From an optimization exercise on the open Yosys and OpenROAD flow, aimed at small area; shortcuts taken in it are not production practice. Only simulation tests tie the RTL to the original design; equivalence was not proved. The clock port is modelled as an ideal driver, which makes a skipped or thinned clock tree look cheaper than it is; a real chip needs a root buffer or a tree. Power is estimated from default activity; no workload was simulated.

==> module Top, before the edit <==
module Top(
    clk, rst_switch, play_switch, signal_out1, signal_out2, signal_out3, LED, LED_state, mode4_handout_count, LED_switch
);
    input clk, rst_switch, play_switch;
    output [4-1:0] signal_out1, signal_out2, signal_out3;
    output [4-1:0] LED;
    output [5-1:0] LED_state;
    output [3-1:0] mode4_handout_count;
    output LED_switch;
    assign LED_switch = play_switch;
    localparam [2:0] I_DS = 3'b100;
    reg [2:0] ds_q;
    wire [2:0] ds = ds_q ^ I_DS;
    wire rst = ds[2] & ~ds[1];
    wire [2:0] ds_n;
    assign ds_n[2] = rst_switch ? ((ds[1] & ~ds[0]) | (ds[2] & ds[0])) : (ds[2] & ds[1] & ~ds[0]);
    assign ds_n[1] = rst_switch & (ds[0] | (ds[1] & ~ds[2]));
    assign ds_n[0] = rst_switch & (ds[2] | ~ds[1]);
    always @(posedge clk)
        ds_q <= ds_n ^ I_DS;
    localparam [1:0] I_RND = 2'b10;
    localparam [2:0] I_Q5 = 3'b000;
    reg [1:0] rnd_q;
    reg [2:0] q5_q;
    wire [1:0] rnd = rnd_q ^ I_RND;
    wire [2:0] q5 = q5_q ^ I_Q5;
    always @(posedge clk) begin
        if (rst) begin
            rnd_q <= 2'd0 ^ I_RND;
            q5_q <= 3'b100 ^ I_Q5;
        end else begin
            rnd_q <= (rnd + 2'd1) ^ I_RND;
            q5_q <= {q5[1:0], ~(q5[1] & (q5[2] | ~q5[0]))} ^ I_Q5;
        end
    end
    wire tick = ~rnd[1] & rnd[0] & q5[1] & ~q5[0];
    reg [4:0] state;
    wire [1:0] mode = state[4:3];
    wire P2 = state[2], P1 = state[1], P0 = state[0];
    wire ph_wait = ~(P2 | P1 | P0);
    wire ph_open = P0 & ~P1;
    wire ph_close = P2;
    wire m2 = ~mode[1] & mode[0];
    wire m3 = mode[1] & ~mode[0];
    wire m4 = mode[1] & mode[0];
    localparam [9:0] PZERO = 10'd2;
    localparam [9:0] PSEED = 10'd4;
    localparam [9:0] PLAST = 10'd520;        
    localparam [9:0] I_PRE = 10'b1010101010;
    reg [9:0] pre_q;
    wire [9:0] pre = pre_q ^ I_PRE;
    localparam [3:0] I_CNT = 4'b0000;
    reg [3:0] cnt_q;    
    wire [3:0] cnt = cnt_q ^ I_CNT;
    localparam [2:0] I_HC = 3'b000;
    reg [2:0] hcnt_q;   
    wire [2:0] hcnt = hcnt_q ^ I_HC;
    wire swon = ~play_switch;
    wire wrap = (((pre ^ PLAST) & 10'b0111110111) == 10'd0);    
    wire s0 = (((pre ^ PSEED) & 10'b0111111011) == 10'd0);      
    wire t0 = (((pre ^ PZERO) & 10'b1011111101) == 10'd0);      
    wire done = P1 ? (cnt[1] & (m2 ? cnt[3] : cnt[2]))
                   : (cnt[1] & cnt[0] & (~m2 | P2 | (cnt[3] & cnt[2])));
    wire h_ne3 = ~(hcnt[1] & hcnt[0]);
    wire h_ne0 = hcnt[1] | hcnt[0];
    reg [2:0] np;
    always @(*) begin
        np[2] = P2 ? ~done
              : P1 ? (P0 & done & ~(m4 & ~hcnt[2]))
              : (P0 & done & m3 & h_ne3);
        np[1] = P1 ? (~(P0 & done) | (m4 & ~hcnt[2]))
              : (ph_open & done & ~(m3 & h_ne3));
        np[0] = P1 ? (P0 ^ done)
              : P2 ? (done & m3 & h_ne0)
              : P0 ? ~done
              : swon;
    end
    wire take = ph_wait & swon;
    wire clear = ph_wait | done;
    always @(posedge clk) begin
        pre_q <= (clear ? PZERO : wrap ? PSEED : {pre[8:0], pre[9] ^ pre[2]}) ^ I_PRE;
        cnt_q <= (clear ? 4'd0 : wrap ? cnt + 4'd1 : cnt) ^ I_CNT;
    end
    wire hinc = done & ((P1 & ~P0 & m4) | (ph_open & m3));
    wire [2:0] hcnt_n = (ph_close & mode[0]) ? 3'd0
                      : hinc ? {hcnt[2] | (mode[0] & hcnt[1] & hcnt[0]), hcnt[1:0] + 2'd1}
                      : hcnt;
    always @(posedge clk) begin
        if (rst) begin
            state <= 5'd0;
            hcnt_q <= 3'd0 ^ I_HC;
        end else begin
            state[2:0] <= np;
            if (take)
                state[4:3] <= rnd;
            hcnt_q <= hcnt_n ^ I_HC;
        end
    end
    assign LED_state = state;
    assign mode4_handout_count = {hcnt[2], hcnt[1:0] & {2{mode[0]}}};
    assign LED = {~mode[1] & ~mode[0], m2, m3, m4};
    wire lid_over = (cnt[3] | cnt[2] | (cnt[1] & cnt[0] & ~s0));
    wire hand_over = (cnt[3] | (cnt[2] & cnt[1] & (cnt[0] | ~s0)));
    wire en_lid = ~t0 & ~P1 & ~lid_over;
    wire en_hand = ~t0 & P1 & ~hand_over;
    wire fwd = P0;
    localparam [6:0] I_DRV = 7'b0000000;     
    reg vl_q, vh_q, el_q, eh_q, d_q;
    reg [1:0] p_q;
    wire vl = vl_q ^ I_DRV[6], vh = vh_q ^ I_DRV[5], el = el_q ^ I_DRV[4], eh = eh_q ^ I_DRV[3];
    wire d = d_q ^ I_DRV[2];
    wire [1:0] p = p_q ^ I_DRV[1:0];
    always @(posedge clk) begin
        if (rst) begin
            vl_q <= I_DRV[6];
            vh_q <= I_DRV[5];
            el_q <= I_DRV[4];
            eh_q <= I_DRV[3];
        end else if (tick) begin
            vl_q <= el ^ I_DRV[6];
            vh_q <= eh ^ I_DRV[5];
            el_q <= en_lid ^ I_DRV[4];
            eh_q <= en_hand ^ I_DRV[3];
        end
    end
    wire cont = el ? vl : vh;
    always @(posedge clk) begin
        if (tick) begin
            p_q <= {cont & (p[1] ^ p[0] ^ ~d), cont & ~p[0]} ^ I_DRV[1:0];
            d_q <= fwd ^ I_DRV[2];
        end
    end
    wire [3:0] onehot = {p[1] & p[0], p[1] & ~p[0], ~p[1] & p[0], ~p[1] & ~p[0]};
    assign signal_out1 = onehot & {4{vl}};
    assign signal_out2 = onehot & {4{vh}};
    assign signal_out3 = signal_out1;
endmodule  
==> flow/config.mk <==
export PLATFORM = sky130hd
export DESIGN_NAME = Top
export DESIGN_NICKNAME = Top
export VERILOG_FILES = /design/flow/design.v
export SDC_FILE = /design/flow/constraint.sdc
export NUM_CORES = 4
export LEC_CHECK = 0
export CAP_MARGIN = 20
export CORE_MARGIN = 2
export CORE_UTILIZATION = 40
export SLEW_MARGIN = 20
==> flow/constraint.sdc <==
create_clock -name core_clock -period 10.0 [get_ports {clk}]
set_input_delay 2.0000 -clock core_clock [delete_from_list [all_inputs] [get_ports {clk}]]
set_output_delay 2.0000 -clock core_clock [all_outputs]
set_load 0.01 [all_outputs]
standard.sh (not shown) runs the stock make flow with config.mk's settings and CLKGATE_MAP_FILE= SYNTH_SCRIPT=/design/flow/synth_recipe.tcl, a recipe that flattens the netlist after the stock synthesis.
==> flow/flow/run.sh <==
#!/bin/bash
# Standard ORFS layout with three changes:
# - after the standard synthesis, the combinational logic is re-mapped for
#   area by yosys/abc (registers untouched: same cells and names); four abc
#   runs with different seeds, and the smallest netlist that yosys proves
#   equal to the standard netlist is used (else the standard netlist);
# - the port buffers are the smallest buffer (buf_1);
# - the clock tree is two clkbuf_8 fed from the clock port (cts_hook.tcl).
# Each tool's output goes to its own log file in this folder.
set -euo pipefail
HERE=$(pwd)
RES=$HERE/orfs/results/$FLOW_PLATFORM/Top/base
YOSYS=yosys
[ -x "$FLOW_HOME/../tools/install/yosys/bin/yosys" ] && YOSYS=$FLOW_HOME/../tools/install/yosys/bin/yosys
LIB=$FLOW_HOME/platforms/$FLOW_PLATFORM/lib/sky130_fd_sc_hd__tt_025C_1v80.lib

bash standard.sh synth > synth.log 2>&1

resynth_one() {
  local d=resynth/s$1
  mkdir -p $d
  cp $RES/1_2_yosys.v $d/in.v
  cp $LIB $d/lib.lib
  cp flow/resynth.ys flow/equiv.ys $d/
  printf 'strash\n&get -n\n&st\n&deepsyn -T 60 -S %s\n&put\nstrash\n&get -n\n&dch\n&nf -R 1000\n&put\n' $1 > $d/abc.script
  if (cd $d && $YOSYS -s resynth.ys > resynth.log 2>&1 && $YOSYS -s equiv.ys > equiv.log 2>&1) \
     && ! grep -q '^ *assign .*[&|^~]' $d/out.v; then
    grep 'Chip area for top' $d/resynth_stat.txt | awk '{print $NF}' > $d/area.txt
  fi
  rm -f $d/lib.lib
}
mkdir -p resynth
for s in 1 2 3 4; do resynth_one $s & done
wait
best=""; barea=""
for s in 1 2 3 4; do
  f=resynth/s$s/area.txt
  [ -s $f ] || continue
  a=$(cat $f)
  if [ -z "$barea" ] || awk -v a=$a -v b=$barea 'BEGIN{exit !(a<b)}'; then best=$s; barea=$a; fi
done
if [ -n "$best" ]; then
  cp resynth/s$best/out.v $RES/1_2_yosys.v
  touch $RES/1_2_yosys.v
  echo "resynth: used seed $best, area $barea" > resynth/status.txt
else
  echo "resynth: failed, standard netlist kept" > resynth/status.txt
fi

bash standard.sh BUFFER_PORTS_ARGS="-buffer_cell sky130_fd_sc_hd__buf_1" \
  PRE_CTS_TCL=$HERE/flow/cts_hook.tcl finish > standard.log 2>&1
Other scripts of this flow, unchanged in this note and not shown: flow/flow/cts_hook.tcl, flow/flow/equiv.ys, flow/flow/resynth.ys
==> next run, changes <==
--- a/flow/design.v
+++ b/flow/design.v
@@ -44,9 +44,11 @@
     wire m2 = ~mode[1] & mode[0];
     wire m3 = mode[1] & ~mode[0];
     wire m4 = mode[1] & mode[0];
-    localparam [9:0] PZERO = 10'd2;
-    localparam [9:0] PSEED = 10'd4;
-    localparam [9:0] PLAST = 10'd520;        
+    localparam I_START = 1'b0;
+    reg start_q;
+    wire start = start_q ^ I_START;
+    localparam [9:0] PSEED = 10'd65;
+    localparam [9:0] PLAST = 10'd128;        
     localparam [9:0] I_PRE = 10'b1010101010;
     reg [9:0] pre_q;
     wire [9:0] pre = pre_q ^ I_PRE;
@@ -57,9 +59,8 @@
     reg [2:0] hcnt_q;   
     wire [2:0] hcnt = hcnt_q ^ I_HC;
     wire swon = ~play_switch;
-    wire wrap = (((pre ^ PLAST) & 10'b0111110111) == 10'd0);    
-    wire s0 = (((pre ^ PSEED) & 10'b0111111011) == 10'd0);      
-    wire t0 = (((pre ^ PZERO) & 10'b1011111101) == 10'd0);      
+    wire wrap = (((pre ^ PLAST) & 10'b1101110111) == 10'd0);    
+    wire s0 = (((pre ^ PSEED) & 10'b1110111110) == 10'd0);      
     wire done = P1 ? (cnt[1] & (m2 ? cnt[3] : cnt[2]))
                    : (cnt[1] & cnt[0] & (~m2 | P2 | (cnt[3] & cnt[2])));
     wire h_ne3 = ~(hcnt[1] & hcnt[0]);
@@ -77,10 +78,12 @@
               : swon;
     end
     wire take = ph_wait & swon;
-    wire clear = ph_wait | done;
+    wire run = start & ~done;
+    wire step = run & ~wrap;
     always @(posedge clk) begin
-        pre_q <= (clear ? PZERO : wrap ? PSEED : {pre[8:0], pre[9] ^ pre[2]}) ^ I_PRE;
-        cnt_q <= (clear ? 4'd0 : wrap ? cnt + 4'd1 : cnt) ^ I_CNT;
+        start_q <= (~rst & ~ph_wait & ~done) ^ I_START;
+        pre_q <= (step ? {pre[8:0], pre[9] ^ pre[6]} : PSEED) ^ I_PRE;
+        cnt_q <= (~run ? 4'd0 : wrap ? cnt + 4'd1 : cnt) ^ I_CNT;
     end
     wire hinc = done & ((P1 & ~P0 & m4) | (ph_open & m3));
     wire [2:0] hcnt_n = (ph_close & mode[0]) ? 3'd0
@@ -102,8 +105,8 @@
     assign LED = {~mode[1] & ~mode[0], m2, m3, m4};
     wire lid_over = (cnt[3] | cnt[2] | (cnt[1] & cnt[0] & ~s0));
     wire hand_over = (cnt[3] | (cnt[2] & cnt[1] & (cnt[0] | ~s0)));
-    wire en_lid = ~t0 & ~P1 & ~lid_over;
-    wire en_hand = ~t0 & P1 & ~hand_over;
+    wire en_lid = start & ~P1 & ~lid_over;
+    wire en_hand = start & P1 & ~hand_over;
     wire fwd = P0;
     localparam [6:0] I_DRV = 7'b0000000;     
     reg vl_q, vh_q, el_q, eh_q, d_q;
=> Total power rises slightly. Setup slack loses 5.5 ps. Combinational power goes down by a few percent. Area after synthesis climbs slightly. First-iteration DRC count fell by a quarter to a third.
In every run of this note, the design's own scripts or RTL, not TritonCTS, make the clock network.

==> what the ideal ports hide <==
The flow's constraints put no driver on any port. The routed layouts listed below were extracted and timed again, unchanged, in two steps. Step 1, drivers: a clkbuf_16 drives clk and a buf_2 each remaining input, both assumed. Step 2 also shifts input and output timing later by t, the mid clock arrival at the registers, as if the neighbouring blocks saw the same clock. a / b / c = no drivers / after step 1 / after step 2; a / b = the first two.
| run | t (ns) | setup WS [ns] | worst slew at a driven data input, ns |
|---|---|---|---|
| the first run | 0.191 | 5.759 / 5.735 / 5.735 | 0.03 |
| the second run | 0.195 | 5.753 / 5.718 / 5.718 | 0.04 |
After both steps every run listed still meets setup and hold. The setup slack of the second run, which loses most, moves by -0.035 ns with the drivers and by -0.035 ns with both steps.
